From an optimization exercise on the open Yosys and OpenROAD flow, aimed at small area; shortcuts taken in it are not production practice.
At most, simulation tests tie the RTL to the original design; equivalence was not proved.
The RTL of run 3 was laid out without a check of its function.
No activity file was given, so power comes from the tool's default toggle rates.

===== flow/flow/run.sh =====
#!/bin/bash
# Layout flow: the standard synthesis, then the combinational logic
# between the registers is mapped again with a stronger ABC script (the
# registers, their names and cell types are kept as the standard synthesis
# made them), then the standard layout from floorplan to finish.
# Each tool's output goes to a log file of its own in this folder.
set -euo pipefail
work=$(pwd)
res=$work/orfs/results/$FLOW_PLATFORM/Game520/base
yosys_bin=$FLOW_HOME/../tools/install/yosys/bin/yosys
lib=$FLOW_HOME/platforms/$FLOW_PLATFORM/lib/sky130_fd_sc_hd__tt_025C_1v80.lib

# 1. standard synthesis
bash standard.sh "$res/1_2_yosys.v" > "$work/flow_1_synth.log" 2>&1
cp "$res/1_2_yosys.v" "$work/standard_1_2_yosys.v"

# 2. map the combinational logic again: ABC's deepsyn is randomised, so it
# runs with several seeds, four at a time (flow/abc.script, @SEED@), and the
# smallest netlist is kept
dontuse=$(grep -o -- "-dont_use [A-Za-z0-9_]*" "$work/orfs/logs/$FLOW_PLATFORM/Game520/base/1_2_yosys.log" | sort -u | tr '\n' ' ')
best=""
best_area=""
for seed in 1 2 3 4 5 6 7 8 9 10 11 12; do
  abc_script=$(tr -d '\n' < "$work/flow/abc.script" | sed -e "s/@SEED@/$seed/g" -e 's/[&#]/\\&/g')
  sed -e "s#@LIB@#$lib#g" -e "s#@NET@#$work/standard_1_2_yosys.v#g" \
      -e "s#@OUT@#$work/resynth_$seed.v#g" -e "s#@MID@#$work/resynth_mid_$seed.v#g" -e "s#@TOP@#$FLOW_TOP#g" \
      -e "s#@DONTUSE@#$dontuse#g" -e "s#@ABC@#$abc_script#g" \
      "$work/flow/resynth.ys" > "$work/resynth_$seed.ys"
  "$yosys_bin" -s "$work/resynth_$seed.ys" > "$work/flow_2_resynth_$seed.log" 2>&1 &
  if (( seed % 4 == 0 )); then wait; fi
done
wait
for seed in 1 2 3 4 5 6 7 8 9 10 11 12; do
  area=$(grep "Chip area" "$work/flow_2_resynth_$seed.log" | tail -1 | awk '{print $NF}')
  echo "seed $seed: $area" >> "$work/flow_2_resynth_pick.log"
  if [[ -n "$area" ]] && { [[ -z "$best_area" ]] || awk -v a="$area" -v b="$best_area" 'BEGIN { exit !(a < b) }'; }; then
    best=$seed
    best_area=$area
  fi
done
echo "kept seed $best" >> "$work/flow_2_resynth_pick.log"
test -n "$best"
cp "$work/resynth_$best.v" "$res/1_2_yosys.v"

# 3. standard layout on the new netlist, with the ports buffered by the
# smallest buffer and a clock tree of smaller buffers (flow/layout.args)
mapfile -t layout_args < <(grep -v '^#' "$work/flow/layout.args" | grep .)
bash standard.sh "${layout_args[@]}" finish > "$work/flow_3_layout.log" 2>&1
test -f "$work/out/final.def"

===== flow/flow/abc.script =====
strash;&get,-n;&deepsyn,-T,60,-S,@SEED@;&put;strash;dch;amap,-m,-F,20,-A,20,-C,1000

===== flow/flow/layout.args =====
# one make variable per line, passed to standard.sh for the layout steps
BUFFER_PORTS_ARGS=-buffer_cell sky130_fd_sc_hd__buf_1
CTS_ARGS=-sink_clustering_enable -repair_clock_nets -dont_use_dummy_load -buf_list sky130_fd_sc_hd__clkbuf_8 -root_buf sky130_fd_sc_hd__clkbuf_8

===== flow/flow/resynth.ys =====
# Combinational cells are read as their logic functions and flattened away;
# the flip-flop cells stay as they are (black boxes keep their instances,
# names and types). ABC maps the logic between them again.
read_liberty -ignore_miss_func @LIB@
blackbox sky130_fd_sc_hd__df* sky130_fd_sc_hd__edf* sky130_fd_sc_hd__sdf*
read_verilog @NET@
hierarchy -top @TOP@
flatten
opt_clean -purge
opt
abc -liberty @LIB@ @DONTUSE@ -script +@ABC@
opt_clean -purge
write_verilog -noattr @MID@
# read the mapped netlist back against the library's cells, then finish it
# as the standard synthesis does (tie cells, buffers for pass-through wires)
design -reset
read_liberty -lib -ignore_miss_dir -setattr blackbox @LIB@
read_verilog @MID@
hierarchy -top @TOP@
splitnets
opt_clean -purge
hilomap -singleton -hicell sky130_fd_sc_hd__conb_1 HI -locell sky130_fd_sc_hd__conb_1 LO
insbuf -buf sky130_fd_sc_hd__buf_4 A X
check -assert
stat -liberty @LIB@
write_verilog -noattr -nohex -nodec @OUT@

===== flow/standard.sh =====
#!/bin/bash
# synth_recipe.tcl (not shown) runs the flow's synth.tcl, then flattens the netlist and writes it again
# the make line also repeats each setting of config.mk as NAME=value (left out here)
make -C /OpenROAD-flow-scripts/flow DESIGN_CONFIG=/design/flow/config.mk WORK_HOME=/design/flow/orfs CLKGATE_MAP_FILE= SYNTH_SCRIPT=/design/flow/synth_recipe.tcl "${@:-finish}"

===== flow/config.mk =====
export PLATFORM = sky130hd
export DESIGN_NAME = Game520
export DESIGN_NICKNAME = Game520
export VERILOG_FILES = /design/flow/design.v
export SDC_FILE = /design/flow/constraint.sdc
export NUM_CORES = 4
export LEC_CHECK = 0
export CAP_MARGIN = 20
export CORE_MARGIN = 2
export CORE_UTILIZATION = 65
export PLACE_DENSITY = 0.75
export SLEW_MARGIN = 20

===== flow/constraint.sdc =====
create_clock -name core_clock -period 10.0 [get_ports {clk}]
set_input_delay 2.0000 -clock core_clock [delete_from_list [all_inputs] [get_ports {clk}]]
set_output_delay 2.0000 -clock core_clock [all_outputs]
set_load 0.01 [all_outputs]

===== flow/design.v =====
module timebase(clk, rst, ce_1k, ce_5m, ce_4hz, t20, t2000);
	input clk, rst;
	output ce_1k;		 
	output ce_5m;		 
	output ce_4hz;		 
	output [4:0] t20;	 
	output t2000;		 
	reg [1:0] t3;
	reg [4:0] t20;
	reg [9:0] t1k;		 
	always @(posedge clk or negedge rst)
	if (!rst)
	begin
		t3 <= 2'd0;
		t20 <= 5'd0;
		t1k <= 10'd0;
	end
	else
	begin
		t3 <= (t3 == 2'd2) ? 2'd0 : t3 + 2'd1;
		if (t20 == 5'd19)
		begin
			t20 <= 5'd0;
			t1k <= (t1k == 10'h2b2) ? 10'd0 : {t1k[8:0], ~(t1k[9] ^ t1k[6])};	 
		end
		else
			t20 <= t20 + 5'd1;
	end
	wire ce_1k = (t3 == 2'd2) && (t20[1:0] == 2'd1);		 
	wire ce_5m = ~t20[0];										 
	wire ce_4hz = (t1k == 10'h0ad) && (t20 == 5'd19);	 
	assign t2000 = (t1k == 10'h1f3);	 
endmodule
module debounce (clk, rst, run, key, key_pulse);
	input clk, rst;
	input run;				 
	input key;				 
	output key_pulse;		 
	reg key_rst, nkey_rst_pre;		 
	reg nkey_sec, nkey_sec_pre;		 
	localparam [7:0] POL = 8'b00101110;
	reg [7:0] cnt_s;
	wire [7:0] cnt = cnt_s ^ POL;
	wire key_edge = ~nkey_rst_pre & ~key_rst;
	wire any04 = cnt[0] | cnt[4];
	wire any_other = cnt[1] | cnt[2] | cnt[3] | cnt[5] | cnt[6];
	wire fb = cnt[7] ^ (any04 | ~any_other);
	wire last = run & cnt[7] & ~(any04 | any_other);		 
	assign key_pulse = ~nkey_sec_pre & nkey_sec;
	always @(posedge clk or negedge rst)
	if (!rst)
		nkey_sec <= 1'b0;
	else if (last)
		nkey_sec <= ~key;
	always @(posedge clk)
	begin
		if (key_edge | ~run)
			cnt_s <= {7'd0, ~run} ^ POL;
		else
			cnt_s <= {cnt[6:0], fb} ^ POL;
		key_rst <= key;
		nkey_rst_pre <= ~(key_rst | ~run);
		nkey_sec_pre <= nkey_sec;
	end
endmodule
module score(clk, rst, ca, cb, start, A, B, pover);
	input clk, rst, start;
	input [1:0] ca, cb;		 
	output [1:0] A, B;		 
	output pover;			 
	reg [1:0] sa, sb;
	reg pover;
	assign A = sa;
	assign B = sb;
	wire [1:0] a = (ca == 2'd0) ? 2'd1 : ca;
	wire a_wins = ((a == 2'd1) && (cb == 2'd2)) || ((a == 2'd2) && (cb == 2'd3)) || ((a == 2'd3) && (cb == 2'd1));
	wire b_wins = ((a == 2'd1) && (cb == 2'd3)) || ((a == 2'd2) && (cb == 2'd1)) || ((a == 2'd3) && (cb == 2'd2));
	always @(posedge clk or negedge rst)
	if (!rst)
	begin
		sa <= 2'd0;
		sb <= 2'd0;
		pover <= 1'b0;
	end
	else
	begin
		pover <= (&sa) | (&sb);
		if (start && !pover)
		begin
			if (a_wins)
				sa <= sa + 2'd1;
			if (b_wins)
				sb <= sb + 2'd1;
		end
	end
endmodule
module round(clk, ce_1k, rst, key, ready, start, A, B, pover, col_r, col_g, row_o, rp0);
	input clk, ce_1k, rst;		 
	input [3:0] key;			 
	input ready, start;
	input [1:0] A, B;			 
	input pover;				 
	output [7:0] col_r, col_g, row_o;
	output rp0;					 
	wire a3 = &A;
	wire notover = ~a3 & ~(&B);
	reg show;
	always @(posedge clk or negedge rst)
	if (!rst)
		show <= 1'b0;
	else if (!pover)
	begin
		if (ready)
			show <= 1'b0;
		if (start && !show)
			show <= 1'b1;
	end
	reg [2:0] rp;			 
	reg [3:0] ph;
	reg [10:0] x;			 
	reg [4:0] id;
	reg h;
	wire [10:0] x1 = {x[9:0], x[10] ^ x[8] ^ ~|x[9:0]};	 
	assign row_o = ~(8'h01 << rp);
	assign rp0 = rp[0];
	function [3:0] pid;
		input [3:0] n;
		case (n)
		4'd0: pid = 4'd1;
		4'd1: pid = 4'd2;
		4'd2: pid = 4'd3;
		4'd3: pid = 4'd4;		 
		4'd4: pid = 4'd5;		 
		4'd5: pid = 4'd6;		 
		4'd6: pid = 4'd7;		 
		4'd7: pid = 4'd5;		 
		4'd8: pid = 4'd8;		 
		4'd9: pid = 4'd8;		 
		4'd10: pid = 4'd9;		 
		4'd11: pid = 4'd10;	 
		4'd12: pid = 4'd7;		 
		default: pid = 4'd0;
		endcase
	endfunction
	always @(posedge clk or negedge rst)
	if (!rst)
	begin
		rp <= 3'd0;
		ph <= 4'd0;
		x <= 11'd0;
		id <= 5'd0;
		h <= 1'b0;
	end
	else if (ce_1k)
	begin
		rp <= rp + 3'd1;
		h <= 1'b0;
		if (ph == 4'd8)
		begin
			if (!show)
			begin
				id <= 5'd0;
				x <= 11'd1;
			end
			else if (|x)
			begin
				id <= {1'b1, key};
				x <= x1;
			end
			else if (notover)
			begin
				x <= 11'd1;
				h <= 1'b1;
			end
			else if (pover)
			begin
				id <= {1'b0, pid(ph)};
				x <= 11'd1;
				ph <= 4'd9;
			end
			else
				h <= 1'b1;
		end
		else if (ph == 4'd13)
			id <= 5'd11;
		else
		begin
			id <= {1'b0, pid(ph)};
			if (x == 11'h44c)	 
			begin
				x <= {10'd0, ph == 4'd7};
				ph <= ph + 4'd1;
			end
			else
				x <= x1;
		end
	end
	function [63:0] pict;	 
		input [3:0] n;
		case (n)
		4'd1: pict = 64'h00_00_00_e7_e7_e7_e7_00;
		4'd2: pict = 64'h00_00_00_24_c3_c3_24_00;
		4'd3: pict = 64'h00_00_00_42_e7_e7_42_00;
		4'd4: pict = 64'h3c_3c_c3_c3_30_0c_c3_c3;	 
		4'd5: pict = 64'hff_18_18_18_18_18_18_ff;	 
		4'd6: pict = 64'h18_c3_c3_7e_7e_24_24_18;	 
		4'd7: pict = 64'h3f_e3_73_3b_1f_3f_c3_c3;	 
		4'd8: pict = 64'h3c_3c_3c_c3_c3_c3_c3_3c;	 
		4'd9: pict = 64'h81_18_18_3c_24_66_42_c3;	 
		4'd10: pict = 64'hff_ff_ff_03_3f_3f_03_ff;	 
		default: pict = 64'h0;
		endcase
	endfunction
	function [15:0] res;
		input [3:0] k;
		input mid;
		case (k)
		4'd1: res = mid ? 16'h00e7 : 16'h00e7;	 
		4'd2: res = mid ? 16'h03e0 : 16'h04e0;	 
		4'd3: res = mid ? 16'he007 : 16'he002;	 
		4'd5: res = mid ? 16'h00e7 : 16'h00e7;	 
		4'd6: res = mid ? 16'h03e0 : 16'h04e0;	 
		4'd7: res = mid ? 16'he007 : 16'he002;	 
		4'd9: res = mid ? 16'hc007 : 16'h2007;	 
		4'd10: res = mid ? 16'h00c3 : 16'h0024;	 
		4'd11: res = mid ? 16'h07c0 : 16'h0220;	 
		4'd13: res = mid ? 16'h07e0 : 16'h0740;	 
		4'd14: res = mid ? 16'he003 : 16'h4004;	 
		4'd15: res = mid ? 16'h00e7 : 16'h0042;	 
		default: res = 16'h0000;
		endcase
	endfunction
	wire [63:0] pic_bits = pict(id[3:0]);
	wire [2:0] rs = rp - 3'd1;				 
	wire [2:0] rr = rp - {2'b01, h} + 3'd1;	 
	wire [7:0] prow = pic_bits[{rs, 3'b000} +: 8];
	wire rows14 = (rr == 3'd1) || (rr == 3'd4);
	wire rows23 = (rr == 3'd2) || (rr == 3'd3);
	wire [15:0] rrow = (rows14 | rows23) ? res(id[3:0], rows23) : 16'h0000;
	reg [15:0] cols;
	always @*
		if (id[4])
			cols = rrow;
		else if (id[3:0] == 4'd11)
			cols = a3 ? 16'h0ff0 : 16'hf00f;
		else
			cols = {prow, prow};
	assign col_r = cols[15:8];
	assign col_g = cols[7:0];
endmodule
module segment(clk, ce_1k, rst, rp0, A, B, DIG, Y);
	input clk, ce_1k, rst;
	input rp0;				 
	input [1:0] A, B;		 
	output [7:0] DIG, Y;
	reg seg_on;
	reg [1:0] sc;
	always @(posedge clk or negedge rst)
	if (!rst)
		seg_on <= 1'b0;
	else if (ce_1k)
		seg_on <= 1'b1;
	always @(posedge clk)
	if (ce_1k)
		sc <= rp0 ? B : A;
	reg [7:0] yseg;
	always @*
		case (sc)
		2'd0: yseg = 8'h3f;
		2'd1: yseg = 8'h06;
		2'd2: yseg = 8'h5b;
		default: yseg = 8'h4f;
		endcase
	assign DIG = seg_on ? (rp0 ? 8'hef : 8'hdf) : 8'hff;
	assign Y = seg_on ? yseg : 8'hff;
endmodule
module lcd_1602_driver(clk, rst, t20, t2000, A, B, lcd_en, lcd_rw, lcd_rs, lcd_data);
	input clk, rst;
	input [4:0] t20;		 
	input t2000;			 
	input [1:0] A, B;		 
	output lcd_en, lcd_rw, lcd_rs;
	output [7:0] lcd_data;
	reg row;
	reg [4:0] k;
	reg [1:0] dig;			 
	wire lcd_idle = (k == 5'd0);
	wire lcd_go = ~lcd_idle | t2000;		 
	wire lcd_write = lcd_go & (t20 == 5'd18);
	wire chars = (k >= 5'd7);
	assign lcd_en = ~(lcd_go & (t20 >= 5'd9) & (t20 <= 5'd18));
	assign lcd_rw = 1'b0;
	assign lcd_rs = chars;
	always @(posedge clk or negedge rst)
	if (!rst)
	begin
		row <= 1'b0;
		k <= 5'd0;
	end
	else if (lcd_write)
	begin
		if (k == 5'd22)
		begin
			k <= 5'd6;
			row <= ~row;
		end
		else
			k <= k + 5'd1;
	end
	always @(posedge clk)
	if ((t20 == 5'd17) && (k == 5'd17))
		dig <= row ? B : A;
	reg [7:0] lcd_d;
	always @*
		case (k)
		5'd1: lcd_d = 8'h38;
		5'd2: lcd_d = 8'h08;
		5'd3: lcd_d = 8'h01;
		5'd4: lcd_d = 8'h06;
		5'd5: lcd_d = 8'h0c;
		5'd6: lcd_d = row ? 8'hc0 : 8'h80;	 
		5'd7: lcd_d = 8'h50;		 
		5'd8: lcd_d = 8'h6c;		 
		5'd9: lcd_d = 8'h61;		 
		5'd10: lcd_d = 8'h79;		 
		5'd11: lcd_d = 8'h65;		 
		5'd12: lcd_d = 8'h72;		 
		5'd14: lcd_d = row ? 8'h42 : 8'h41;	 
		5'd16: lcd_d = 8'h3a;		 
		5'd18: lcd_d = {6'b001100, dig};
		5'd13, 5'd15, 5'd17, 5'd19, 5'd20, 5'd21, 5'd22: lcd_d = 8'h20;
		default: lcd_d = 8'h00;
		endcase
	assign lcd_data = lcd_d;
endmodule
module beep(clk, rst, run, ce_5m, ce_4hz, speaker);
	input clk, rst;
	input run;					 
	input ce_5m, ce_4hz;		 
	output speaker;
	reg [5:0] len;
	reg beat1;				 
	reg [13:0] tc;			 
	reg aud;
	assign speaker = aud;
	reg [2:0] note;
	always @*
		case (len)
		6'd0: note = 3'd0;
		6'd1: note = 3'd2;
		6'd2: note = 3'd2;
		6'd3: note = 3'd0;
		6'd4: note = 3'd1;
		6'd5: note = 3'd0;
		6'd6: note = 3'd0;
		6'd7: note = 3'd5;
		6'd8: note = 3'd5;
		6'd9: note = 3'd2;
		6'd10: note = 3'd5;
		6'd11: note = 3'd1;
		6'd12: note = 3'd3;
		6'd13: note = 3'd1;
		6'd14: note = 3'd1;
		6'd15: note = 3'd1;
		6'd16: note = 3'd1;
		6'd17: note = 3'd3;
		6'd18: note = 3'd1;
		6'd19: note = 3'd1;
		6'd20: note = 3'd3;
		6'd21: note = 3'd1;
		6'd22: note = 3'd1;
		6'd23: note = 3'd1;
		6'd24: note = 3'd1;
		6'd25: note = 3'd5;
		6'd26: note = 3'd4;
		6'd27: note = 3'd4;
		6'd28: note = 3'd6;
		6'd29: note = 3'd4;
		6'd30: note = 3'd4;
		6'd31: note = 3'd4;
		6'd32: note = 3'd4;
		6'd33: note = 3'd5;
		6'd34: note = 3'd2;
		6'd35: note = 3'd0;
		6'd36: note = 3'd1;
		6'd37: note = 3'd0;
		6'd38: note = 3'd0;
		6'd39: note = 3'd0;
		6'd40: note = 3'd5;
		6'd41: note = 3'd2;
		6'd42: note = 3'd5;
		6'd43: note = 3'd1;
		6'd44: note = 3'd3;
		6'd45: note = 3'd4;
		6'd46: note = 3'd1;
		6'd47: note = 3'd1;
		6'd48: note = 3'd1;
		6'd49: note = 3'd1;
		6'd50: note = 3'd3;
		6'd51: note = 3'd1;
		6'd52: note = 3'd1;
		6'd53: note = 3'd3;
		6'd54: note = 3'd1;
		6'd55: note = 3'd1;
		6'd56: note = 3'd1;
		6'd57: note = 3'd5;
		6'd58: note = 3'd4;
		6'd59: note = 3'd4;
		6'd60: note = 3'd0;
		6'd61: note = 3'd0;
		6'd62: note = 3'd0;
		6'd63: note = 3'd0;
		endcase
	reg [13:0] org;
	always @*
		case (note)
		3'd3: org = 14'h0adc;
		3'd1: org = 14'h1ee1;
		3'd0: org = 14'h076f;
		3'd6: org = 14'h38a1;
		3'd4: org = 14'h2502;
		3'd5: org = 14'h24e5;
		3'd2: org = 14'h1ed4;
		default: org = 14'h0;
		endcase
	wire rest = (len == 6'd1) || ((len == 6'd0) && !beat1);
	always @(posedge clk or negedge rst)
	if (!rst)
	begin
		len <= 6'd0;
		beat1 <= 1'b0;
		aud <= 1'b0;
	end
	else
	begin
		if (ce_4hz)
		begin
			len <= len + 6'd1;
			beat1 <= 1'b1;
		end
		if (ce_5m)
		begin
			if (rest)
				aud <= 1'b0;
			else if (tc_end)
				aud <= ~aud;
		end
	end
	wire tc_end = (tc == 14'h1456);	 
	always @(posedge clk)
	if (!run)
		tc <= 14'h0000;
	else if (ce_5m && !rest)
	begin
		if (tc_end)
			tc <= org;
		else
			tc <= {tc[12:0], ~(tc[13] ^ tc[12])};
	end
endmodule
module Game520(clk, rst, row, r_col, g_col, led,
	btn1_i, btn2_i, btn3_i, ready_i, start_i, btn6_i, btn7_i, btn8_i,
	DIG, Y, lcd_en, lcd_rw, lcd_rs, lcd_data, speaker);
	input clk, rst;						 
	input btn1_i, btn2_i, btn3_i, btn6_i, btn7_i, btn8_i;		 
	input ready_i, start_i;				 
	output [7:0] row, r_col, g_col;	 
	output [7:0] led;						 
	output [7:0] DIG, Y;					 
	output       lcd_en ;				 
	output       lcd_rw ;				 
	output       lcd_rs ;				 
	output [7:0] lcd_data;				 
	output speaker;						 
	wire ce_1k, ce_5m, ce_4hz, t2000;
	wire [4:0] t20;
	timebase tb0(clk, rst, ce_1k, ce_5m, ce_4hz, t20, t2000);
	wire btn1, btn2, btn3, btn6, btn7, btn8, ready, start;
	reg run;
	always @(posedge clk or negedge rst)
	if (!rst)
		run <= 1'b0;
	else
		run <= 1'b1;
	debounce u2(clk, rst, run, btn1_i, btn1);
	debounce u3(clk, rst, run, btn2_i, btn2);
	debounce u4(clk, rst, run, btn3_i, btn3);
	debounce u5(clk, rst, run, btn6_i, btn6);
	debounce u6(clk, rst, run, btn7_i, btn7);
	debounce u7(clk, rst, run, btn8_i, btn8);
	debounce u8(clk, rst, run, ready_i, ready);
	debounce u9(clk, rst, run, start_i, start);
	reg btn;					 
	reg [1:0] ca, cb;		 
	wire [1:0] A, B;		 
	wire pover;
	wire notover = ~(&A) & ~(&B);
	assign led = {ca == 2'd1, ca == 2'd2, ca == 2'd3, ~btn, btn,
		cb == 2'd1, cb == 2'd2, cb == 2'd3};
	always @(posedge clk or negedge rst)
	if (!rst)
	begin
		btn <= 1'b0;
		ca <= 2'd0;
		cb <= 2'd0;
	end
	else
	begin
		if (notover)
		begin
			if (ready)
				btn <= 1'b1;
			if (start)
				btn <= 1'b0;
		end
		if (ready)
		begin
			ca <= 2'd0;
			cb <= 2'd0;
		end
		if (btn)
		begin
			if (btn1)
				ca <= 2'd1;
			else if (btn2)
				ca <= 2'd2;
			else if (btn3)
				ca <= 2'd3;
			if (btn6)
				cb <= 2'd1;
			else if (btn7)
				cb <= 2'd2;
			else if (btn8)
				cb <= 2'd3;
		end
	end
	wire rp0;
	score s1(clk, rst, ca, cb, start, A, B, pover);
	round r1(clk, ce_1k, rst, {ca, cb}, ready, start, A, B, pover, r_col, g_col, row, rp0);
	segment sg(clk, ce_1k, rst, rp0, A, B, DIG, Y);
	lcd_1602_driver l1(clk, rst, t20, t2000, A, B, lcd_en, lcd_rw, lcd_rs, lcd_data);
	beep b1(clk, rst, run, ce_5m, ce_4hz, speaker);
endmodule

==> results of run 1 <==
area by class of cell:
type / instances / area (µm²)
inverters: 126 / 473
multi-input cells: 572 / 3070
clock buffers: 17 / 234
repair buffers: 62 / 240
well taps: 143 / 179
fillers: 810 / 3210
flip-flops and latches: 182 / 4060
final timing paths:
kind,from,slack [ns],to,cells past startpoint
worst max-delay path,r1.rp[0],3.66,r_col[0],15
worst min-delay path,u9.nkey_sec,0.40,u9.nkey_sec_pre,0
worst max register to register,b1.len[5],6.27,b1.tc[7],15
worst min register to register,u9.nkey_sec,0.40,u9.nkey_sec_pre,0
max in group asynchronous,rst,7.57,r1.x[8],2
min in group asynchronous,rst,1.78,tb0.t1k[7],2
critical path, stage by stage (launching register included):
cell and delay [ns]:
sky130_fd_sc_hd__dfrtp_1 0.53, sky130_fd_sc_hd__clkinv_1 0.43, sky130_fd_sc_hd__o21ai_0 0.38, sky130_fd_sc_hd__clkinv_1 0.23
sky130_fd_sc_hd__and3_1 0.24, sky130_fd_sc_hd__nor3_1 0.40, sky130_fd_sc_hd__nand2_1 0.11, sky130_fd_sc_hd__o221ai_1 0.13
sky130_fd_sc_hd__o22ai_1 0.21, sky130_fd_sc_hd__a222oi_1 0.35, sky130_fd_sc_hd__clkinv_1 0.11, sky130_fd_sc_hd__o21ai_0 0.30
sky130_fd_sc_hd__o211ai_1 0.17, sky130_fd_sc_hd__clkinv_1 0.07, sky130_fd_sc_hd__o21ai_0 0.08, sky130_fd_sc_hd__buf_1 0.14
stage by stage:
stage | instance area, µm² | utilization
detailed placement | 8020 | 0.700
global route | 8260 | 0.720
floorplan | 7680 | -
finish | 8260 | 0.720
CTS | 8260 | 0.720
global placement | 8020 | 0.700
state kept, by name, indices dropped and copies added, names as in the netlist, 3 cells and up:
| register | flops |
|---|---|
| b1.len | 6 |
| b1.tc | 14 |
| l1.k | 5 |
| r1.id | 5 |
| r1.ph | 4 |
| r1.rp | 3 |
| r1.x | 11 |
| tb0.t1k | 10 |
| tb0.t20 | 5 |
| u2.cnt_s | 8 |
| u3.cnt_s | 8 |
| u4.cnt_s | 8 |
| u5.cnt_s | 8 |
| u6.cnt_s | 8 |
| u7.cnt_s | 8 |
| u8.cnt_s | 8 |
| u9.cnt_s | 8 |
routing by layer:
layer	part of all wire	global-route usage	routed length (µm)
met5	0	0	0
met4	0.027	0.123	471
met3	0.056	0.0589	997
met2	0.50	0.495	8740
met1	0.42	0.374	7440
report_power, final:
part	leakage, µW	switching (µW)	internal (µW)
Sequential	0.00184	28.9	770
Combinational	0.00112	88.1	43.0
Clock	0.000122	217	150
Total	0.00308	334	963
==> run notes, run 1 <==
Final layout:
- Of the cells placed in the final design, the portion with a size suffix greater than 1 is 0.0209.
- The most common cell after layout, fill and taps aside is sky130_fd_sc_hd__nor2_1.
- The area growth from synthesis to layout is 7.96%.
- The repair_antennas step left the layout with diodes totalling 0.
- At the end of the flow, the number of nets in the layout was between 900 and 1k.
- In the layout the commonest cells are 141 x sky130_fd_sc_hd__nor2_1, 126 x sky130_fd_sc_hd__clkinv_1, 102 x sky130_fd_sc_hd__dfxtp_1.
- The number of standard cells in the layout, taps in and fillers out is 1102.

CTS:
- The clock buffer count from CTS is 17.
- Buffers inserted to repair hold after CTS numbered 0.
- TritonCTS built the clock tree.
- The buffer levels on the longest clock path is 2.
- After clock tree synthesis, the clock-pin slew on the worst setup and hold paths is about 0.09 ns.
- Clock tree synthesis selected as its root buffer the cell sky130_fd_sc_hd__clkbuf_8.
- The number of sinks driven by the clock tree is ~180.
- The clock tree synthesis step divided the H-tree into 4 levels.
- The worst-skew pair later-pin latency is ~0.46 ns.
- The buffer count from post-CTS setup fixing is 0.
- The number of gates resized after CTS was 0.

Logic synthesis:
- Yosys printed 8 warnings.
- Synthesis handed over a netlist of about 880 instances.
- The synthesized netlist occupies a cell area of around 0.0077 mm².
- Averaged over all synthesized cells, the footprint is 8.67 µm².

GRT:
- The first global-routing pass estimated between 30000 and 40000 µm of wire.
- The via count of the first global-routing pass was 6714.
- For this run the aggregate overflow at the end of global routing stands at 0.
- The pin count of the biggest net entering global routing is between 70 and 80.
- In the global route stage, overall resource usage came out at 0.294.
- The initial antenna violation count is 0.

Route:
- In the routed design, unresolved DRC markers number 0.
- The final antenna-violating net count is 0.
- The via count is just under 7k.
- The number of design-rule violations left by the first detailed-router iteration is 744.
- The final routed wirelength across all metal layers is roughly 18000 µm.
- The detailed-route wire length per cell is roughly 16 µm.
- The via count normalized by instance count is between 6 and 7.
- The number of iterations in the first detailed-routing pass is 6.

Critical path:
- The endpoint kind of the worst setup timing path is an output port.
- For the worst setup path, the data required time is approximately 8 ns.
- The kind of start point of the critical path is a flip-flop.
- Along the worst path, the maximum fanout reaches 16.
- The arrival time of the worst setup path is 4.34 ns.
- By startpoint and endpoint, the worst setup path is classified as reg2out.

Power and ir drop:
- The power density over cell area is approximately 160 mW/mm².
- The analysis attributes to cell leakage a power of around 0.0031 µW.
- Across the VDD grid, the largest voltage drop is ~0.18 mV.
- Overall power consumption after layout is estimated at about 1300 µW.

Timing:
- Once routing completed, OpenROAD measured the worst setup slack at approximately 3.7 ns.
- Clock skew on the completed layout was measured at 0.0307 ns.
- Derived from the worst setup path, the maximum achievable clock frequency is approximately 160 MHz.
- The total negative slack for setup checks is 0 ns.
- Setup repair after global routing left no endpoint under its margin.
- The number of pins with negative max-slew slack in the final report came to 0.
- At the pin with the least slew margin, the transition time is roughly 0.95 ns.
- Dividing the final minimum period by the clock period gives 0.634.
- The hold violation count in the final report is 0.
- In this run the tightest slew margin relative to its limit is 0.367.
- The worst hold margin is roughly 0.40 ns.
- The total setup violations reported at the end of the flow is 0.
- The worst path needs 6.34 ns of the cycle, external delays included.

Floorplanning:
- The core region is around 0.011 mm².
- The die covers 0.0127 mm².
- In this run the core area contains 39 standard-cell rows.
- 70 I/O pins were placed.
- Measured along the x axis, the die boundary spans 113 µm.
- For this configuration, the core starts out at a cell density of 0.667.
- The height of the die is about 110 µm.

Outcome:
- The run finished with no timing, DRC or antenna violations.

Place:
- The total of buffers placed on input and output ports is 61.
- The post-placement cell count is between 1k and 1.5k.
- The last weighted congestion value of the routability-driven placer is about 0.95.
- The placed wire-length estimate is 13000 µm.
- The post-placement setup slack is between 4 and 5 ns.

Flow run:
- The number of maximum-capacitance constraint violations is 0.

Min path:
- The class of the tightest hold or removal check is reg2reg.
==> run 2, diff against run 1 <==
--- a/flow/design.v
+++ b/flow/design.v
@@ -248,18 +248,13 @@
 	assign col_r = cols[15:8];
 	assign col_g = cols[7:0];
 endmodule
-module segment(clk, ce_1k, rst, rp0, A, B, DIG, Y);
+module segment(clk, ce_1k, rst, seg_on, rp0, A, B, DIG, Y);
 	input clk, ce_1k, rst;
+	input seg_on;			 
 	input rp0;				 
 	input [1:0] A, B;		 
 	output [7:0] DIG, Y;
-	reg seg_on;
 	reg [1:0] sc;
-	always @(posedge clk or negedge rst)
-	if (!rst)
-		seg_on <= 1'b0;
-	else if (ce_1k)
-		seg_on <= 1'b1;
 	always @(posedge clk)
 	if (ce_1k)
 		sc <= rp0 ? B : A;
@@ -333,13 +328,13 @@
 		endcase
 	assign lcd_data = lcd_d;
 endmodule
-module beep(clk, rst, run, ce_5m, ce_4hz, speaker);
+module beep(clk, rst, run, beat1, ce_5m, ce_4hz, speaker);
 	input clk, rst;
+	input beat1;				 
 	input run;					 
 	input ce_5m, ce_4hz;		 
 	output speaker;
 	reg [5:0] len;
-	reg beat1;				 
 	reg [13:0] tc;			 
 	reg aud;
 	assign speaker = aud;
@@ -428,16 +423,12 @@
 	if (!rst)
 	begin
 		len <= 6'd0;
-		beat1 <= 1'b0;
 		aud <= 1'b0;
 	end
 	else
 	begin
 		if (ce_4hz)
-		begin
 			len <= len + 6'd1;
-			beat1 <= 1'b1;
-		end
 		if (ce_5m)
 		begin
 			if (rest)
@@ -476,12 +467,21 @@
 	wire [4:0] t20;
 	timebase tb0(clk, rst, ce_1k, ce_5m, ce_4hz, t20, t2000);
 	wire btn1, btn2, btn3, btn6, btn7, btn8, ready, start;
-	reg run;
+	reg ep1, ep0;
 	always @(posedge clk or negedge rst)
 	if (!rst)
-		run <= 1'b0;
+	begin
+		ep1 <= 1'b0;
+		ep0 <= 1'b0;
+	end
 	else
-		run <= 1'b1;
+	begin
+		ep1 <= ep1 | (ep0 & ce_1k);
+		ep0 <= ~ep1 | (ep0 & ~ce_4hz);
+	end
+	wire run = ep1 | ep0;			 
+	wire seg_on = ep1;				 
+	wire beat1 = ep1 & ~ep0;		 
 	debounce u2(clk, rst, run, btn1_i, btn1);
 	debounce u3(clk, rst, run, btn2_i, btn2);
 	debounce u4(clk, rst, run, btn3_i, btn3);
@@ -537,7 +537,7 @@
 	wire rp0;
 	score s1(clk, rst, ca, cb, start, A, B, pover);
 	round r1(clk, ce_1k, rst, {ca, cb}, ready, start, A, B, pover, r_col, g_col, row, rp0);
-	segment sg(clk, ce_1k, rst, rp0, A, B, DIG, Y);
+	segment sg(clk, ce_1k, rst, seg_on, rp0, A, B, DIG, Y);
 	lcd_1602_driver l1(clk, rst, t20, t2000, A, B, lcd_en, lcd_rw, lcd_rs, lcd_data);
-	beep b1(clk, rst, run, ce_5m, ce_4hz, speaker);
+	beep b1(clk, rst, run, beat1, ce_5m, ce_4hz, speaker);
 endmodule
--- a/flow/flow/resynth.ys
+++ b/flow/flow/resynth.ys
@@ -20,7 +20,7 @@
 splitnets
 opt_clean -purge
 hilomap -singleton -hicell sky130_fd_sc_hd__conb_1 HI -locell sky130_fd_sc_hd__conb_1 LO
-insbuf -buf sky130_fd_sc_hd__buf_4 A X
+insbuf -buf sky130_fd_sc_hd__buf_1 A X
 check -assert
 stat -liberty @LIB@
 write_verilog -noattr -nohex -nodec @OUT@
==> run 2 against run 1 <==
- still clean on timing, DRC and antenna
- global-route usage down 1.2 points
- setup slack lost 0.077 ns
- critical path depth up 2
- routed wire length decreased by 1.3%
- cell count rose by 0.91%
- sequential power grew 15%
- count of clock-buffer cells in the layout unchanged
- register-to-register slack improved by 0.44 ns
- combinational power is 73% higher
- die area is 0.88% lower
- clock skew shrank 0.00085 ns
==> run notes, run 2 <==
Critical path:
- The launching element of the worst setup path is r1.id[0].
- Traced cell by cell, the critical path runs through clkinv_1, nor2_1, clkinv_1, o21ai_0, o22ai_1, a221oi_1, a311oi_1, nor2_1, nor2b_1, nor2_1, a21boi_0, o21ai_0, clkinv_1, nor3b_1, clkinv_1, o22ai_1, buf_1.
- The worst register-to-register path has a setup slack of roughly 6.7 ns.
- On the critical path the largest part of the delay comes from compound AO/OA/AOI/OAI gates.
- The category of the critical setup timing path is reg2out.
- The most frequent cell on the critical path is sky130_fd_sc_hd__clkinv_1.
- The destination of the worst register-to-register timing path is b1.len[5].
- The worst setup path is launched from a flip-flop.
- For the worst setup path, the data required time is 8.00 ns.
- The total number of cells along the worst setup path is 17.
- The maximum fanout encountered on the critical timing path is 11.
- Data on the critical path arrives at its endpoint at 4.42 ns.
- The startpoint identified for the worst register-to-register timing path is tb0.t20[0].
- The largest single stage delay on the critical path is ~0.56 ns.
- The depth of the worst register-to-register path is 11.
- The critical path contains buffers and inverters numbering 5 combined.
- On the critical path, the stage with the largest delay is an instance of sky130_fd_sc_hd__dfrtp_1.
- In this run the worst setup path terminates at r_col[2].
- The endpoint kind of the worst setup timing path is an output port.

Power and ir drop:
- For this design the static power due to leakage is ~0.0031 µW.
- Of the total power, the share spent switching nets is 0.282.
- The portion of total power attributed to combinational logic is 0.151.
- The overall power of the completed layout is about 1500 µW.
- IR analysis of the VDD net gives a maximum drop of approximately 0.19 mV.
- The clock network fraction of design power is 0.239.
- The sequential share of power is 0.610.
- In this run the power spent charging and discharging nets is between 400 and 500 µW.
- The internal power of the cells totals roughly 1100 µW.
- The power density over cell area is about 180 mW/mm².

CTS:
- The clock transition at the register clock pins on the worst setup and hold paths after CTS is approximately 0.08 ns.
- The later pin in the worst-skew pair is clocked with a latency of 0.45 ns.
- The root buffer cell is sky130_fd_sc_hd__clkbuf_8.
- The number of cells upsized or downsized after cts is 0.
- The number of sinks driven by the clock tree is between 150 and 200.
- The buffer count from post-CTS setup fixing is 0.
- TritonCTS built the clock tree.
- The H-tree was split into 4 levels.
- The clock buffer count from CTS is 17.
- Buffers inserted to repair hold after CTS numbered 0.
- The buffer levels on the longest clock path is 2.

Route:
- For this run, the detailed router's first-pass iteration total came to 5.
- After the first detailed-routing iteration, the DRC count stood at approximately 590.
- The detail route stage leaves a number of antenna-violating nets equal to 0.
- The via count normalized by instance count is 5.94.
- Across all layers, the routed design uses approximately 6.6k vias.
- Dividing the detail-routed wire length by the instance count gives 15.7 µm.
- The final routed wirelength across all metal layers is 17400 µm.
- In the routed design, unresolved DRC markers number 0.

Timing:
- At the pin with the least slew margin, the transition time is roughly 0.94 ns.
- Measured against its own limit, the worst slew margin works out to 0.371.
- The total setup violations reported at the end of the flow is 0.
- The post-layout minimum cycle time is approximately 6.4 ns.
- Setup repair after global routing left no endpoint under its margin.
- The number of pins with negative max-slew slack in the final report is 0.
- On the final layout, the worst clock skew is roughly 0.03 ns.
- The period utilization is 0.642.
- The maximum achievable frequency is 156 MHz.
- The hold violation count in the final report is 0.
- Adding up every negative setup slack in the final design gives 0 ns.

GRT:
- The first global-routing pass estimated between 20000 and 30000 µm of wire.
- The initial antenna violation count came to 0.
- Entering global routing, the biggest net connects 76 pins.
- The via count of the first global-routing pass is around 6.4k.
- For this run, the total global-route usage over all layers was measured as 0.282.
- After global routing the overflow that remains totals 0.

Logic synthesis:
- The post-synthesis area per instance is approximately 8.5 µm².
- After technology mapping, the gate count stands at around 890.
- The number of synthesis warnings is 8.
- In this run the cell area of the synthesized design comes to around 0.0076 mm².

Final layout:
- The library cell used most frequently in the layout, excluding fill and tap cells, is sky130_fd_sc_hd__nor2_1.
- For this run, the post-layout net count is 981.
- The share of final-layout standard cells stronger than drive strength 1 is 0.0206.
- The number of fillers in the final layout is approximately 880.
- The register with the most flip-flops in the layout has 14 of them.
- The largest registers in the layout are b1.tc: 14 flops, r1.x: 11 flops, tb0.t1k: 10 flops.
- From synthesis to final layout, the design area changed by 8.48%.
- The repair_antennas step left the layout with diodes totalling 0.
- In the layout the commonest cells are 155 x sky130_fd_sc_hd__nor2_1, 123 x sky130_fd_sc_hd__clkinv_1, 102 x sky130_fd_sc_hd__dfxtp_1.
- The register name with the most flops is b1.tc.

Floorplanning:
- The die width is ~110 µm.
- The starting utilization of the core area is 0.664.
- The height of the die is roughly 110 µm.
- The number of top-level pins is 70.
- The floorplan has 39 rows.
- The region available for standard cell placement spans ~0.011 mm².
- The die covers between 0.01 and 0.015 mm².

Place:
- The last weighted congestion value of the routability-driven placer is a little over 0.9.
- The total of buffers placed on input and output ports is 61.
- The placed wire-length estimate is approximately 13000 µm.

Outcome:
- The flow ran to the end and the layout has no timing, DRC or antenna violations.

Min path:
- The class of the tightest hold or removal check is reg2reg.

Flow run:
- The number of maximum-capacitance constraint violations is 0.
[run 2: layout make-up]
cell class              count  area [µm²]  area share
flip-flops and latches    181        4040       0.491
repair buffers             63         245      0.0298
well taps                 143         179      0.0218
inverters                 123         462      0.0561
clock buffers              17         234      0.0284
multi-input cells         585        3070       0.373
[run 2: how the worst min path moves through the flow]
| stage | from | to | slack (ns) | depth (start not counted) |
|---|---|---|---|---|
| final | u7.nkey_sec | u7.nkey_sec_pre | 0.39 | 0 |
| after global routing | u7.nkey_sec | u7.nkey_sec_pre | 0.39 | 0 |
| after CTS | u7.nkey_sec | u7.nkey_sec_pre | 0.39 | 0 |
| after detailed placement | u7.nkey_sec | u7.nkey_sec_pre | 0.39 | 0 |
| after global placement | u7.nkey_sec | u7.nkey_sec_pre | 0.38 | 0 |
| after floorplan | u8.nkey_sec | u8.nkey_sec_pre | 0.36 | 0 |
[run 2: routing by layer]
metal | global-route usage | wire length [µm] | up-vias
met4 | 0.104 | 361 | 0
met3 | 0.0495 | 1020 | 34
met1 | 0.363 | 7480 | 3086
met5 | 0 | 0 | -
li1 | - | - | 3240
met2 | 0.482 | 8550 | 245
[run 2: power by group through the flow]
| stage | Sequential [µW] | Combinational, µW | Clock, µW |
|---|---|---|---|
| detailed placement | 932 | 227 | 0 |
| floorplan | 908 | 164 | 0 |
| finish | 919 | 227 | 360 |
| global placement | 924 | 208 | 0 |
| global route | 931 | 257 | 393 |
| CTS | 918 | 229 | 368 |
[run 2: per-stage QoR]
step	cells	util	area, µm²	hold WS, ns	setup slack, ns
floorplan	899	-	7600	0.361	4.89
global placement	1094	0.699	7990	0.378	4.28
detailed placement	1095	0.700	7990	0.389	4.18
CTS	1112	0.720	8230	0.387	3.67
global route	1112	0.720	8230	0.394	3.11
finish	1112	0.720	8230	0.388	3.58
[run 2: worst reg2reg max path: cells and delay by family, from the launching register on]
kind / cells / cell delay, ns
AND/OR/NAND/NOR: 6 / 1.71
buffers and inverters: 3 / 0.68
flip-flops: 1 / 0.43
AO/OA/AOI/OAI: 2 / 0.37
==> run 3, diff against run 2 <==
--- a/flow/design.v
+++ b/flow/design.v
@@ -6,25 +6,29 @@
 	output [4:0] t20;	 
 	output t2000;		 
 	reg [1:0] t3;
-	reg [4:0] t20;
-	reg [9:0] t1k;		 
+	localparam [4:0] T20POL = 5'b00100;
+	localparam [9:0] T1KPOL = 10'b0000010000;
+	reg [4:0] t20_s;
+	assign t20 = t20_s ^ T20POL;
+	reg [9:0] t1k_s;
+	wire [9:0] t1k = t1k_s ^ T1KPOL;		 
 	always @(posedge clk or negedge rst)
 	if (!rst)
 	begin
 		t3 <= 2'd0;
-		t20 <= 5'd0;
-		t1k <= 10'd0;
+		t20_s <= (5'd0) ^ T20POL;
+		t1k_s <= (10'd0) ^ T1KPOL;
 	end
 	else
 	begin
 		t3 <= (t3 == 2'd2) ? 2'd0 : t3 + 2'd1;
 		if (t20 == 5'd19)
 		begin
-			t20 <= 5'd0;
-			t1k <= (t1k == 10'h2b2) ? 10'd0 : {t1k[8:0], ~(t1k[9] ^ t1k[6])};	 
+			t20_s <= (5'd0) ^ T20POL;
+			t1k_s <= ((t1k == 10'h2b2) ? 10'd0 : {t1k[8:0], ~(t1k[9] ^ t1k[6])}) ^ T1KPOL;	 
 		end
 		else
-			t20 <= t20 + 5'd1;
+			t20_s <= (t20 + 5'd1) ^ T20POL;
 	end
 	wire ce_1k = (t3 == 2'd2) && (t20[1:0] == 2'd1);		 
 	wire ce_5m = ~t20[0];										 
@@ -49,17 +53,23 @@
 	assign key_pulse = ~nkey_sec_pre & nkey_sec;
 	always @(posedge clk or negedge rst)
 	if (!rst)
+	begin
+		key_rst <= 1'b1;
 		nkey_sec <= 1'b0;
-	else if (last)
-		nkey_sec <= ~key;
+	end
+	else
+	begin
+		key_rst <= key;
+		if (last)
+			nkey_sec <= ~key;
+	end
 	always @(posedge clk)
 	begin
 		if (key_edge | ~run)
 			cnt_s <= {7'd0, ~run} ^ POL;
 		else
 			cnt_s <= {cnt[6:0], fb} ^ POL;
-		key_rst <= key;
-		nkey_rst_pre <= ~(key_rst | ~run);
+		nkey_rst_pre <= ~key_rst;
 		nkey_sec_pre <= nkey_sec;
 	end
 endmodule
@@ -117,7 +127,9 @@
 	end
 	reg [2:0] rp;			 
 	reg [3:0] ph;
-	reg [10:0] x;			 
+	localparam [10:0] XPOL = 11'b01101011110;	 
+	reg [10:0] x_s;
+	wire [10:0] x = x_s ^ XPOL;			 
 	reg [4:0] id;
 	reg h;
 	wire [10:0] x1 = {x[9:0], x[10] ^ x[8] ^ ~|x[9:0]};	 
@@ -147,7 +159,7 @@
 	begin
 		rp <= 3'd0;
 		ph <= 4'd0;
-		x <= 11'd0;
+		x_s <= (11'd0) ^ XPOL;
 		id <= 5'd0;
 		h <= 1'b0;
 	end
@@ -160,22 +172,22 @@
 			if (!show)
 			begin
 				id <= 5'd0;
-				x <= 11'd1;
+				x_s <= (11'd1) ^ XPOL;
 			end
 			else if (|x)
 			begin
 				id <= {1'b1, key};
-				x <= x1;
+				x_s <= (x1) ^ XPOL;
 			end
 			else if (notover)
 			begin
-				x <= 11'd1;
+				x_s <= (11'd1) ^ XPOL;
 				h <= 1'b1;
 			end
 			else if (pover)
 			begin
 				id <= {1'b0, pid(ph)};
-				x <= 11'd1;
+				x_s <= (11'd1) ^ XPOL;
 				ph <= 4'd9;
 			end
 			else
@@ -188,11 +200,11 @@
 			id <= {1'b0, pid(ph)};
 			if (x == 11'h44c)	 
 			begin
-				x <= {10'd0, ph == 4'd7};
+				x_s <= ({10'd0, ph == 4'd7}) ^ XPOL;
 				ph <= ph + 4'd1;
 			end
 			else
-				x <= x1;
+				x_s <= (x1) ^ XPOL;
 		end
 	end
 	function [63:0] pict;	 
@@ -248,13 +260,18 @@
 	assign col_r = cols[15:8];
 	assign col_g = cols[7:0];
 endmodule
-module segment(clk, ce_1k, rst, seg_on, rp0, A, B, DIG, Y);
+module segment(clk, ce_1k, rst, rp0, A, B, DIG, Y);
 	input clk, ce_1k, rst;
-	input seg_on;			 
 	input rp0;				 
 	input [1:0] A, B;		 
 	output [7:0] DIG, Y;
+	reg seg_on;
 	reg [1:0] sc;
+	always @(posedge clk or negedge rst)
+	if (!rst)
+		seg_on <= 1'b0;
+	else if (ce_1k)
+		seg_on <= 1'b1;
 	always @(posedge clk)
 	if (ce_1k)
 		sc <= rp0 ? B : A;
@@ -328,14 +345,16 @@
 		endcase
 	assign lcd_data = lcd_d;
 endmodule
-module beep(clk, rst, run, beat1, ce_5m, ce_4hz, speaker);
+module beep(clk, rst, run, ce_5m, ce_4hz, speaker);
 	input clk, rst;
-	input beat1;				 
 	input run;					 
 	input ce_5m, ce_4hz;		 
 	output speaker;
 	reg [5:0] len;
-	reg [13:0] tc;			 
+	reg beat1;				 
+	localparam [13:0] TCPOL = 14'h0800;	 
+	reg [13:0] tc_s;
+	wire [13:0] tc = tc_s ^ TCPOL;			 
 	reg aud;
 	assign speaker = aud;
 	reg [2:0] note;
@@ -423,12 +442,16 @@
 	if (!rst)
 	begin
 		len <= 6'd0;
+		beat1 <= 1'b0;
 		aud <= 1'b0;
 	end
 	else
 	begin
 		if (ce_4hz)
+		begin
 			len <= len + 6'd1;
+			beat1 <= 1'b1;
+		end
 		if (ce_5m)
 		begin
 			if (rest)
@@ -440,13 +463,13 @@
 	wire tc_end = (tc == 14'h1456);	 
 	always @(posedge clk)
 	if (!run)
-		tc <= 14'h0000;
+		tc_s <= (14'h0000) ^ TCPOL;
 	else if (ce_5m && !rest)
 	begin
 		if (tc_end)
-			tc <= org;
+			tc_s <= (org) ^ TCPOL;
 		else
-			tc <= {tc[12:0], ~(tc[13] ^ tc[12])};
+			tc_s <= ({tc[12:0], ~(tc[13] ^ tc[12])}) ^ TCPOL;
 	end
 endmodule
 module Game520(clk, rst, row, r_col, g_col, led,
@@ -467,21 +490,12 @@
 	wire [4:0] t20;
 	timebase tb0(clk, rst, ce_1k, ce_5m, ce_4hz, t20, t2000);
 	wire btn1, btn2, btn3, btn6, btn7, btn8, ready, start;
-	reg ep1, ep0;
+	reg run;
 	always @(posedge clk or negedge rst)
 	if (!rst)
-	begin
-		ep1 <= 1'b0;
-		ep0 <= 1'b0;
-	end
+		run <= 1'b0;
 	else
-	begin
-		ep1 <= ep1 | (ep0 & ce_1k);
-		ep0 <= ~ep1 | (ep0 & ~ce_4hz);
-	end
-	wire run = ep1 | ep0;			 
-	wire seg_on = ep1;				 
-	wire beat1 = ep1 & ~ep0;		 
+		run <= 1'b1;
 	debounce u2(clk, rst, run, btn1_i, btn1);
 	debounce u3(clk, rst, run, btn2_i, btn2);
 	debounce u4(clk, rst, run, btn3_i, btn3);
@@ -537,7 +551,7 @@
 	wire rp0;
 	score s1(clk, rst, ca, cb, start, A, B, pover);
 	round r1(clk, ce_1k, rst, {ca, cb}, ready, start, A, B, pover, r_col, g_col, row, rp0);
-	segment sg(clk, ce_1k, rst, seg_on, rp0, A, B, DIG, Y);
+	segment sg(clk, ce_1k, rst, rp0, A, B, DIG, Y);
 	lcd_1602_driver l1(clk, rst, t20, t2000, A, B, lcd_en, lcd_rw, lcd_rs, lcd_data);
-	beep b1(clk, rst, run, beat1, ce_5m, ce_4hz, speaker);
+	beep b1(clk, rst, run, ce_5m, ce_4hz, speaker);
 endmodule
==> flow/flow/layout.args (replaced) <==
# one make variable per line, passed to standard.sh for the layout steps
BUFFER_PORTS_ARGS=-buffer_cell sky130_fd_sc_hd__buf_1
CTS_ARGS=-sink_clustering_enable -repair_clock_nets -dont_use_dummy_load -buf_list sky130_fd_sc_hd__clkbuf_8 -root_buf sky130_fd_sc_hd__clkbuf_8
SKIP_REPAIR_TIE_FANOUT=1
--- a/flow/flow/resynth.ys
+++ b/flow/flow/resynth.ys
@@ -20,7 +20,7 @@
 splitnets
 opt_clean -purge
 hilomap -singleton -hicell sky130_fd_sc_hd__conb_1 HI -locell sky130_fd_sc_hd__conb_1 LO
-insbuf -buf sky130_fd_sc_hd__buf_1 A X
+insbuf -buf sky130_fd_sc_hd__buf_4 A X
 check -assert
 stat -liberty @LIB@
 write_verilog -noattr -nohex -nodec @OUT@
==> run 3 against run 2 <==
- register-to-register slack worse by 0.52 ns
- count of clock-buffer cells in the layout stayed put
- setup slack better by 0.048 ns
- combinational power is 38% lower
- global-route usage is 0.19 points higher
- routed wire length is 1.0% lower
- sequential power is 13% lower
- via count is 0.92% higher
- clock skew is 0.0012 ns lower
- first-iteration DRC count is 14% higher
- clock power hardly changed
- cell count is 1.8% lower
- critical path type unchanged
- largest power group unchanged
- highest routed layer unchanged
==> run notes, run 3 <==
Outcome:
- The flow ran to the end and the layout has no timing, DRC or antenna violations.

Critical path:
- The kind of start point of the critical path is a flip-flop.
- The setup path with the least slack is of type reg2out.
- The endpoint kind of the worst setup timing path is an output port.
- The maximum fanout encountered on the critical timing path is 11.
- At the worst endpoint, the required time is 8.00 ns.
- STA puts the critical path data arrival time at 4.37 ns.

Power and ir drop:
- VDD sags by at most approximately 0.17 mV.
- The analysis attributes to cell leakage a power of 0.00309 µW.
- In this run the power density over the cells is ~160 mW/mm².
- The design draws 1310 µW.

Place:
- The number of placed instances, taps included, is ~1.1k.
- The last weighted congestion value of the routability-driven placer is between 0.9 and 1.
- After legalization and detailed placement, the total HPWL measured 12500 µm.
- The total of buffers placed on input and output ports is between 60 and 70.

CTS:
- The H-tree was split into 4 levels.
- The root buffer cell is sky130_fd_sc_hd__clkbuf_8.
- Post-CTS repair changed the size of 0 cells.
- After clock tree synthesis, the clock-pin slew on the worst setup and hold paths is roughly 0.090 ns.
- No sink is reached through more buffers than the 2 on the longest clock path.
- TritonCTS built the clock tree.
- The number of sinks driven by the clock tree is ~180.
- The buffer count from post-CTS setup fixing is 0.
- The later pin in the worst-skew pair is clocked with a latency of around 0.45 ns.
- Buffers inserted to repair hold after CTS numbered 0.
- In this run, CTS created clock tree buffers numbering 17.

Final layout:
- Excluding fillers, the count of instances in the completed layout stands at between 1k and 1.5k.
- Once layout is complete, the utilization of the core stands at 0.721.
- Ranked by flip-flop count, first place goes to b1.tc_s.
- The share of final-layout standard cells stronger than drive strength 1 is 0.0400.
- The top cell types in the final layout, fill and taps aside, are 134 x sky130_fd_sc_hd__nor2_1, 130 x sky130_fd_sc_hd__clkinv_1, 94 x sky130_fd_sc_hd__dfxtp_1.
- Compared with the post-synthesis result, the final layout area differs by 7.66%.
- The net count of the finished layout is 961.
- The antenna diode count is 0.
- The most common cell after layout, fill and taps aside is sky130_fd_sc_hd__nor2_1.
- The flip-flop count of the largest register, all copies and words added is 14.
- The largest registers in the layout are b1.tc_s: 14 flops, r1.x_s: 11 flops, tb0.t1k_s: 10 flops.

Floorplanning:
- For this configuration, the core starts out at a cell density of 0.669.
- The area of the placeable core is around 0.012 mm².
- The die width is approximately 110 µm.
- The row count is 39.
- Measured along the y axis, the die boundary spans approximately 110 µm.
- The full die area is about 0.013 mm².
- The number of top-level pins is 70.

Logic synthesis:
- The post-synthesis area per instance is slightly below 9 µm².
- The post-synthesis instance area is between 0.007 and 0.008 mm².
- Synthesis produced a netlist whose cell count is ~880.
- For this run, the number of Yosys warnings is 8.

Timing:
- The post-layout minimum cycle time is 6.37 ns.
- In the finished design, the share of the clock period the worst path needs comes to 0.637.
- The total setup violations reported at the end of the flow is 0.
- The maximum achievable frequency is approximately 160 MHz.
- Summed over all failing endpoints, the final setup total negative slack is 0 ns.
- The number of pins with negative max-slew slack in the final report is 0.
- The slew of the pin with the lowest slew margin is a little over 0.8 ns.
- Setup repair after global routing left no endpoint under its margin.
- The relative slew slack is 0.445.
- The hold violation count in the final report was 0.
- The clock tree skew after final layout is 0.0286 ns.

Min path:
- The path class of the tightest hold or removal check is reg2reg.

GRT:
- The total routing usage reported by global routing is 0.284.
- The wire length of the first global-routing pass is slightly below 30000 µm.
- Summed over all layers, the global routing overflow is 0.
- Entering global routing, the biggest net connects 62 pins.
- The initial antenna violation count is 0.
- The via count of the first global-routing pass is between 6k and 7k.

Route:
- Dividing the detail-routed via count by the number of cells gives 6.10.
- In this run the remaining antenna-violating nets after routing total 0.
- The number of iterations in the first detailed-routing pass is 19.
- The number of design-rule violations left by the first detailed-router iteration is approximately 670.
- In the final routed layout, each cell accounts on average for between 15 and 20 µm.
- The remaining routing DRC violations is 0.
- Across all layers, the routed design uses 6666 vias.
- The final routed wirelength across all metal layers is approximately 17000 µm.

Flow run:
- The number of maximum-capacitance constraint violations is 0.
run 3: cell count changes in the layout (fill, tap and decap cells not counted), moves of 5 or more:
cell	before	now
sky130_fd_sc_hd__nor2_1	155	134
sky130_fd_sc_hd__dfstp_2	0	17
sky130_fd_sc_hd__dfrtp_1	75	67
sky130_fd_sc_hd__dfxtp_1	102	94
sky130_fd_sc_hd__clkinv_1	123	130
sky130_fd_sc_hd__conb_1	8	2
sky130_fd_sc_hd__o21a_1	3	9
sky130_fd_sc_hd__a211oi_1	8	3
sky130_fd_sc_hd__nand2_1	59	54
sky130_fd_sc_hd__nor3_1	15	20
sky130_fd_sc_hd__o21ai_0	78	73
run 3: metal layers:
metal / GRT usage / wire length (µm)
met2: 0.475 / 8330
met5: 0 / 0
met1: 0.371 / 7410
met3: 0.0600 / 1130
met4: 0.0984 / 356
run 3: per-stage QoR:
stage / setup slack [ns] / hold slack [ns] / instance area, µm²
2_1_floorplan: 5.04 / 0.360 / 7710
3_3_place_gp: 4.33 / 0.383 / 8060
3_5_place_dp: 4.22 / 0.385 / 8060
4_1_cts: 3.75 / 0.405 / 8300
5_1_grt: 3.35 / 0.428 / 8300
6_report: 3.63 / 0.403 / 8300
run 3: cell type report:
class / instances / area, µm²
clock buffer: 17 / 234
inverter: 130 / 488
sequential: 182 / 4130
fill: 857 / 3220
multi-input combinational: 557 / 3030
timing repair buffer: 63 / 248
tap: 143 / 179
run 3: path summary, 6_finish.rpt:
| check | from | slack (ns) | cells past startpoint | end |
|---|---|---|---|---|
| min reg2reg | u5.nkey_sec | 0.40 | 0 | u5.nkey_sec_pre |
| min in group asynchronous | rst | 1.47 | 1 | u6.nkey_sec |
| max reg2reg | tb0.t20_s[0] | 6.19 | 16 | b1.len[5] |
| min | u5.nkey_sec | 0.40 | 0 | u5.nkey_sec_pre |
| max | r1.id[3] | 3.63 | 15 | r_col[1] |
| max in group asynchronous | rst | 7.42 | 2 | r1.x_s[0] |
run 3: where the power goes:
group / leakage, µW / switching, µW / total (µW) / internal [µW]
Combinational: 0.00116 / 94.5 / 140 / 45.7
Sequential: 0.00181 / 29.0 / 803 / 774
Clock: 0.000122 / 213 / 363 / 151
Total: 0.00309 / 336 / 1310 / 970
run 3: critical path: stages (launching register included):
cell and delay [ns]:
sky130_fd_sc_hd__dfrtp_1 0.50, sky130_fd_sc_hd__clkinv_1 0.34, sky130_fd_sc_hd__nor2_1 0.42, sky130_fd_sc_hd__o21ai_0 0.23, sky130_fd_sc_hd__a221o_1 0.41, sky130_fd_sc_hd__o21ai_0 0.24, sky130_fd_sc_hd__o221ai_1 0.19, sky130_fd_sc_hd__a21oi_1 0.16
sky130_fd_sc_hd__o22ai_1 0.11, sky130_fd_sc_hd__o21ai_0 0.26, sky130_fd_sc_hd__nor3b_1 0.44, sky130_fd_sc_hd__nor3_1 0.13, sky130_fd_sc_hd__nor2_1 0.16, sky130_fd_sc_hd__a31oi_1 0.08, sky130_fd_sc_hd__o211ai_1 0.12, sky130_fd_sc_hd__buf_1 0.17

-- re-timing with driven ports --
Ports are ideal in the flow. The routed layouts listed here were re-timed in OpenROAD.
Step 1 (the two cells are an assumption about what drives the block):
set clk [get_ports {clk}]
set_driving_cell -lib_cell sky130_fd_sc_hd__clkbuf_16 $clk
set_driving_cell -lib_cell sky130_fd_sc_hd__buf_2 [delete_from_list [all_inputs] $clk]
Step 2 times the ports against the registers' clock, not the clock port: input delays grow and output delays shrink by t, the midpoint of the rising clock arrivals with the driver on.
a / b / c = ideal / step 1 / step 2; a / b = the first two.
run | shift t [ns] | slack for setup (ns) | latest minus earliest clock arrival (ns) | worst data-port slew with drivers (ns) | cell pins on the clock port's net
run 1 | 0.485 | 3.658 / 3.621 / 4.106 | 0.033 / 0.032 | 0.04 | 1
run 2 | 0.474 | 3.581 / 3.545 / 4.019 | 0.030 / 0.030 | 0.04 | 1
run 3 | 0.465 | 3.629 / 3.593 / 4.058 | 0.036 / 0.036 | 0.04 | 1
After both steps setup and hold are still met in every run listed.
